Background: an optimization exercise with open tools, aiming at small area and a short achievable clock period. Do not read the settings as production practice.
In this exercise RTL edits were held to simulation tests only and were not proved equivalent to the original.

==> flow/design.v <==
`timescale 1ns/1ps
module bk_add #(parameter W = 18) (
    input  wire [W-1:0] a,
    input  wire [W-1:0] b,
    input  wire         ci,
    output wire [W-1:0] s
);
    reg [W-1:0] p, G, P;
    integer l, j;
    always @* begin
        p = a ^ b;
        G = a & b;
        P = p;
        G[0] = G[0] | (p[0] & ci);
        for (l = 1; (1 << l) <= 2 * W; l = l + 1)
            for (j = (1 << l) - 1; j < W; j = j + (1 << l)) begin
                G[j] = G[j] | (P[j] & G[j - (1 << (l - 1))]);
                P[j] = P[j] & P[j - (1 << (l - 1))];
            end
        for (l = 6; l > 0; l = l - 1)
            for (j = (1 << l) + (1 << (l - 1)) - 1; j < W; j = j + (1 << l)) begin
                G[j] = G[j] | (P[j] & G[j - (1 << (l - 1))]);
                P[j] = P[j] & P[j - (1 << (l - 1))];
            end
    end
    assign s = p ^ {G[W-2:0], ci};
endmodule
module cordic_sqrt_pipelined(
    input  wire clk,
    input  wire rst_n,
    input  wire start,
    input  wire signed [17:0] x_in,
    input  wire signed [17:0] y_in,
    output reg  signed [17:0] sqrt_out,
    output reg  done
);
    localparam N = 12;
    localparam LAT = N + 5;    
    reg signed [17:0] xr [0:N];
    reg signed [17:0] yr [0:N-1];
    always @(posedge clk) begin
        xr[0] <= x_in[17] ? -x_in : x_in;
        yr[0] <= y_in[17] ? -y_in : y_in;
    end
    genvar i;
    generate
        for (i = 0; i < N; i = i + 1) begin : st
            wire signed [17:0] x = xr[i];
            wire signed [17:0] y = yr[i];
            wire neg = y[17];
            wire signed [17:0] ys = y >>> i;
            wire signed [17:0] xs = x >>> i;
            wire [17:0] xn, yn;
            bk_add #(18) ax (.a(x), .b(ys ^ {18{neg}}), .ci(neg), .s(xn));
            always @(posedge clk) xr[i+1] <= xn;
            if (i < N - 1) begin : yu
                bk_add #(18) ay (.a(y), .b(xs ^ {18{~neg}}), .ci(~neg), .s(yn));
                always @(posedge clk) yr[i+1] <= yn;
            end
        end
    endgenerate
    wire signed [17:0] raw = xr[N];
    wire [17:0] o1 = raw >>> 1;
    wire [17:0] o2 = raw >>> 3;
    wire [17:0] o3 = ~(raw >>> 6);
    wire [17:0] o4 = ~(raw >>> 9);
    wire [17:0] c1s = o1 ^ o2 ^ o3;
    wire [17:0] c1c = (o1 & o2) | (o1 & o3) | (o2 & o3);
    wire [17:0] r2b = {c1c[16:0], 1'b0};
    wire [17:0] c2s = c1s ^ r2b ^ o4;
    wire [17:0] c2c = (c1s & r2b) | (c1s & o4) | (r2b & o4);
    reg  [17:0] ps_r, pc_r;
    always @(posedge clk) begin
        ps_r <= c2s;
        pc_r <= {c2c[16:0], 1'b1};
    end
    wire [17:0] s_w;
    bk_add #(18) as_ (.a(ps_r), .b(pc_r), .ci(1'b1), .s(s_w));
    reg  [17:0] s_r;
    wire [17:0] m_w;
    bk_add #(18) am (.a(s_r), .b(~{{12{s_r[17]}}, s_r[17:12]}), .ci(1'b1), .s(m_w));
    reg  [17:0] m_r;
    wire [17:0] f_w;
    bk_add #(18) af (.a(m_r), .b(~{{9{m_r[17]}}, m_r[17:9]}), .ci(1'b1), .s(f_w));
    always @(posedge clk) begin
        s_r <= s_w;
        m_r <= m_w;
        sqrt_out <= f_w;
    end
    reg [LAT-2:0] vld;
    always @(posedge clk or negedge rst_n) begin
        if (!rst_n) begin
            vld <= 0;
            done <= 1'b0;
        end else begin
            vld <= {vld[LAT-3:0], start};
            done <= vld[LAT-2];
        end
    end
endmodule
Settings: LEC_CHECK=0, ABC_AREA=1, CAP_MARGIN=20, CORE_MARGIN=2, CORE_UTILIZATION=60, CTS_CLUSTER_DIAMETER=100, CTS_CLUSTER_SIZE=24, GPL_ROUTABILITY_DRIVEN=0, SETUP_SLACK_MARGIN=4.65, SLEW_MARGIN=20, TNS_END_PERCENT=0; clock period 7.3 ns.
standard.sh (not shown) runs the stock make flow with config.mk's settings and CLKGATE_MAP_FILE= SYNTH_SCRIPT=/design/flow/synth_recipe.tcl, a recipe that flattens the netlist after the stock synthesis.
==> flow/flow/run.sh <==
#!/bin/bash
# Standard layout with two changes:
#  - full adders are left to abc as plain gates (sky130 fa cells are added to
#    DONT_USE_CELLS; the platform's own list is repeated, since this replaces it);
#  - port buffers are buf_2 cells rather than the delay cells buffer_ports
#    picks by default.
# Output goes to standard.log.
DU=" sky130_fd_sc_hd__probe_p_8 sky130_fd_sc_hd__probec_p_8 sky130_fd_sc_hd__lpflow_bleeder_1 sky130_fd_sc_hd__lpflow_clkbufkapwr_1 sky130_fd_sc_hd__lpflow_clkbufkapwr_16 sky130_fd_sc_hd__lpflow_clkbufkapwr_2 sky130_fd_sc_hd__lpflow_clkbufkapwr_4 sky130_fd_sc_hd__lpflow_clkbufkapwr_8 sky130_fd_sc_hd__lpflow_clkinvkapwr_1 sky130_fd_sc_hd__lpflow_clkinvkapwr_16 sky130_fd_sc_hd__lpflow_clkinvkapwr_2 sky130_fd_sc_hd__lpflow_clkinvkapwr_4 sky130_fd_sc_hd__lpflow_clkinvkapwr_8 sky130_fd_sc_hd__lpflow_decapkapwr_12 sky130_fd_sc_hd__lpflow_decapkapwr_3 sky130_fd_sc_hd__lpflow_decapkapwr_4 sky130_fd_sc_hd__lpflow_decapkapwr_6 sky130_fd_sc_hd__lpflow_decapkapwr_8 sky130_fd_sc_hd__lpflow_inputiso0n_1 sky130_fd_sc_hd__lpflow_inputiso0p_1 sky130_fd_sc_hd__lpflow_inputiso1n_1 sky130_fd_sc_hd__lpflow_inputiso1p_1 sky130_fd_sc_hd__lpflow_inputisolatch_1 sky130_fd_sc_hd__lpflow_isobufsrc_1 sky130_fd_sc_hd__lpflow_isobufsrc_16 sky130_fd_sc_hd__lpflow_isobufsrc_2 sky130_fd_sc_hd__lpflow_isobufsrc_4 sky130_fd_sc_hd__lpflow_isobufsrc_8 sky130_fd_sc_hd__lpflow_isobufsrckapwr_16 sky130_fd_sc_hd__lpflow_lsbuf_lh_hl_isowell_tap_1 sky130_fd_sc_hd__lpflow_lsbuf_lh_hl_isowell_tap_2 sky130_fd_sc_hd__lpflow_lsbuf_lh_hl_isowell_tap_4 sky130_fd_sc_hd__lpflow_lsbuf_lh_isowell_4 sky130_fd_sc_hd__lpflow_lsbuf_lh_isowell_tap_1 sky130_fd_sc_hd__lpflow_lsbuf_lh_isowell_tap_2 sky130_fd_sc_hd__lpflow_lsbuf_lh_isowell_tap_4 #  sky130_fd_sc_hd__fa_1 sky130_fd_sc_hd__fa_2 sky130_fd_sc_hd__fa_4"
export BUFFER_PORTS_ARGS="-buffer_cell sky130_fd_sc_hd__buf_2"
bash standard.sh "DONT_USE_CELLS=$DU" "BUFFER_PORTS_ARGS=$BUFFER_PORTS_ARGS" finish > standard.log 2>&1
Rerun with:
==> flow/flow/run.sh (replaced) <==
#!/bin/bash
# Standard layout, except that the port buffers are buf_2 cells rather than
# the delay cells buffer_ports picks by default. Output goes to standard.log.
export BUFFER_PORTS_ARGS="-buffer_cell sky130_fd_sc_hd__buf_2"
bash standard.sh "BUFFER_PORTS_ARGS=$BUFFER_PORTS_ARGS" finish > standard.log 2>&1
Settings changed: CORE_UTILIZATION 60 to 55, CTS_CLUSTER_SIZE 24 to 32, GPL_ROUTABILITY_DRIVEN 0 to not set, SETUP_SLACK_MARGIN 4.65 to 4.6, TNS_END_PERCENT 0 to 10.
Non-clock buffer count rises by 9; clock-buffer cell count is lower by 4; flip-flop and latch count is unchanged; core utilization is lower by 4.9 points; routed wire length increases by a few percent; hold slack loses 0.015 ns; cell count increases slightly; critical path depth fell by 2; synthesized cell count decreases slightly.
Rerun with:
Settings changed: CORE_UTILIZATION 55 to 40, CTS_CLUSTER_DIAMETER 100 to not set, CTS_CLUSTER_SIZE 32 to not set, SETUP_SLACK_MARGIN 4.6 to 4.3, TNS_END_PERCENT 10 to not set.
After rerunning:
- The new run completed with no timing, DRC or antenna violations
- sequential share of layout area decreases by 0.78 points
- worst hold slack gets worse by 0.016 ns
- setup slack gets worse by 0.15 ns
- cell area increases by 2.1%
- routed wire length decreases by 11%
Rerun with:
==> flow/flow/run.sh (replaced) <==
#!/bin/bash
# Standard layout with two changes:
#  - full adders are left to abc as plain gates (sky130 fa cells are added to
#    DONT_USE_CELLS; the platform's own list is repeated, since this replaces it);
#  - port buffers are buf_2 cells rather than the delay cells buffer_ports
#    picks by default.
# Output goes to standard.log.
DU=" sky130_fd_sc_hd__probe_p_8 sky130_fd_sc_hd__probec_p_8 sky130_fd_sc_hd__lpflow_bleeder_1 sky130_fd_sc_hd__lpflow_clkbufkapwr_1 sky130_fd_sc_hd__lpflow_clkbufkapwr_16 sky130_fd_sc_hd__lpflow_clkbufkapwr_2 sky130_fd_sc_hd__lpflow_clkbufkapwr_4 sky130_fd_sc_hd__lpflow_clkbufkapwr_8 sky130_fd_sc_hd__lpflow_clkinvkapwr_1 sky130_fd_sc_hd__lpflow_clkinvkapwr_16 sky130_fd_sc_hd__lpflow_clkinvkapwr_2 sky130_fd_sc_hd__lpflow_clkinvkapwr_4 sky130_fd_sc_hd__lpflow_clkinvkapwr_8 sky130_fd_sc_hd__lpflow_decapkapwr_12 sky130_fd_sc_hd__lpflow_decapkapwr_3 sky130_fd_sc_hd__lpflow_decapkapwr_4 sky130_fd_sc_hd__lpflow_decapkapwr_6 sky130_fd_sc_hd__lpflow_decapkapwr_8 sky130_fd_sc_hd__lpflow_inputiso0n_1 sky130_fd_sc_hd__lpflow_inputiso0p_1 sky130_fd_sc_hd__lpflow_inputiso1n_1 sky130_fd_sc_hd__lpflow_inputiso1p_1 sky130_fd_sc_hd__lpflow_inputisolatch_1 sky130_fd_sc_hd__lpflow_isobufsrc_1 sky130_fd_sc_hd__lpflow_isobufsrc_16 sky130_fd_sc_hd__lpflow_isobufsrc_2 sky130_fd_sc_hd__lpflow_isobufsrc_4 sky130_fd_sc_hd__lpflow_isobufsrc_8 sky130_fd_sc_hd__lpflow_isobufsrckapwr_16 sky130_fd_sc_hd__lpflow_lsbuf_lh_hl_isowell_tap_1 sky130_fd_sc_hd__lpflow_lsbuf_lh_hl_isowell_tap_2 sky130_fd_sc_hd__lpflow_lsbuf_lh_hl_isowell_tap_4 sky130_fd_sc_hd__lpflow_lsbuf_lh_isowell_4 sky130_fd_sc_hd__lpflow_lsbuf_lh_isowell_tap_1 sky130_fd_sc_hd__lpflow_lsbuf_lh_isowell_tap_2 sky130_fd_sc_hd__lpflow_lsbuf_lh_isowell_tap_4 #  sky130_fd_sc_hd__fa_1 sky130_fd_sc_hd__fa_2 sky130_fd_sc_hd__fa_4"
export BUFFER_PORTS_ARGS="-buffer_cell sky130_fd_sc_hd__buf_2"
bash standard.sh "DONT_USE_CELLS=$DU" "BUFFER_PORTS_ARGS=$BUFFER_PORTS_ARGS" finish > standard.log 2>&1
Settings changed: CORE_UTILIZATION 40 to 60, CTS_CLUSTER_DIAMETER set to 80, CTS_CLUSTER_SIZE set to 20, SETUP_SLACK_MARGIN 4.3 to 4.65, TNS_END_PERCENT set to 0.
Outcome:
- non-clock buffer count came out higher by 80
- register-to-register slack is better by 0.19 ns
- utilization came out higher by 23 points
- synthesized cell count came out higher by 2.0%
- setup slack is better by 0.19 ns
- routed wire length came out higher by 11%
- count of clock-buffer cells in the layout came out lower by 38
Rerun with:
==> flow/flow/run.sh (replaced) <==
#!/bin/bash
# Standard layout, except that the port buffers are buf_2 cells rather than
# the delay cells buffer_ports picks by default. Output goes to standard.log.
export BUFFER_PORTS_ARGS="-buffer_cell sky130_fd_sc_hd__buf_2"
bash standard.sh "BUFFER_PORTS_ARGS=$BUFFER_PORTS_ARGS" finish > standard.log 2>&1
Settings changed: CORE_UTILIZATION 60 to 40, CTS_CLUSTER_DIAMETER 80 to not set, CTS_CLUSTER_SIZE 20 to not set, SETUP_SLACK_MARGIN 4.65 to 4.75, TNS_END_PERCENT 0 to not set.
Effect:
- The new run completed without violations
- cell area goes up by 16%
- count of clock-buffer cells in the layout goes up by 32
- clock skew goes up by 0.010 ns
- register-to-register slack is worse by 0.02 ns
- utilization goes down by 17 points
- setup slack is worse by 0.017 ns
- routed wire length goes up by 3.1%
- critical path depth goes down by 2
- area after synthesis goes up by 3.1%
- hold slack is worse by 0.017 ns

[separate check: timing with driven ports]
How much do the figures lean on ideal ports? The routed layouts below were timed once more, with nothing changed but the port constraints. Step 1: set_driving_cell puts a clkbuf_16 on clk and a buf_2 on each other input, an assumption about the parent block. Step 2, shift: input delay + t, output delay - t, t = (earliest + latest rising clock arrival at the registers) / 2. This alone moves slack from input paths to output paths. a / b / c = no drivers / after step 1 / after step 2; a / b = the first two.
run	t, ns	slack for setup (ns)	slew at the worst register clock pin (ns)
the first run	0.640	4.619 / 4.619 / 4.392	0.10 / 0.10
the second run	0.634	4.649 / 4.649 / 4.360	0.12 / 0.12
the third run	0.667	4.503 / 4.503 / 4.381	0.06 / 0.06
the fourth run	0.615	4.692 / 4.692 / 4.397	0.08 / 0.08
the fifth run	0.681	4.674 / 4.670 / 4.408	0.06 / 0.06
After both steps every run listed still meets setup and hold. The setup slack of the fourth run, which loses most, moves by 0.000 ns with the drivers and by -0.295 ns with both steps.
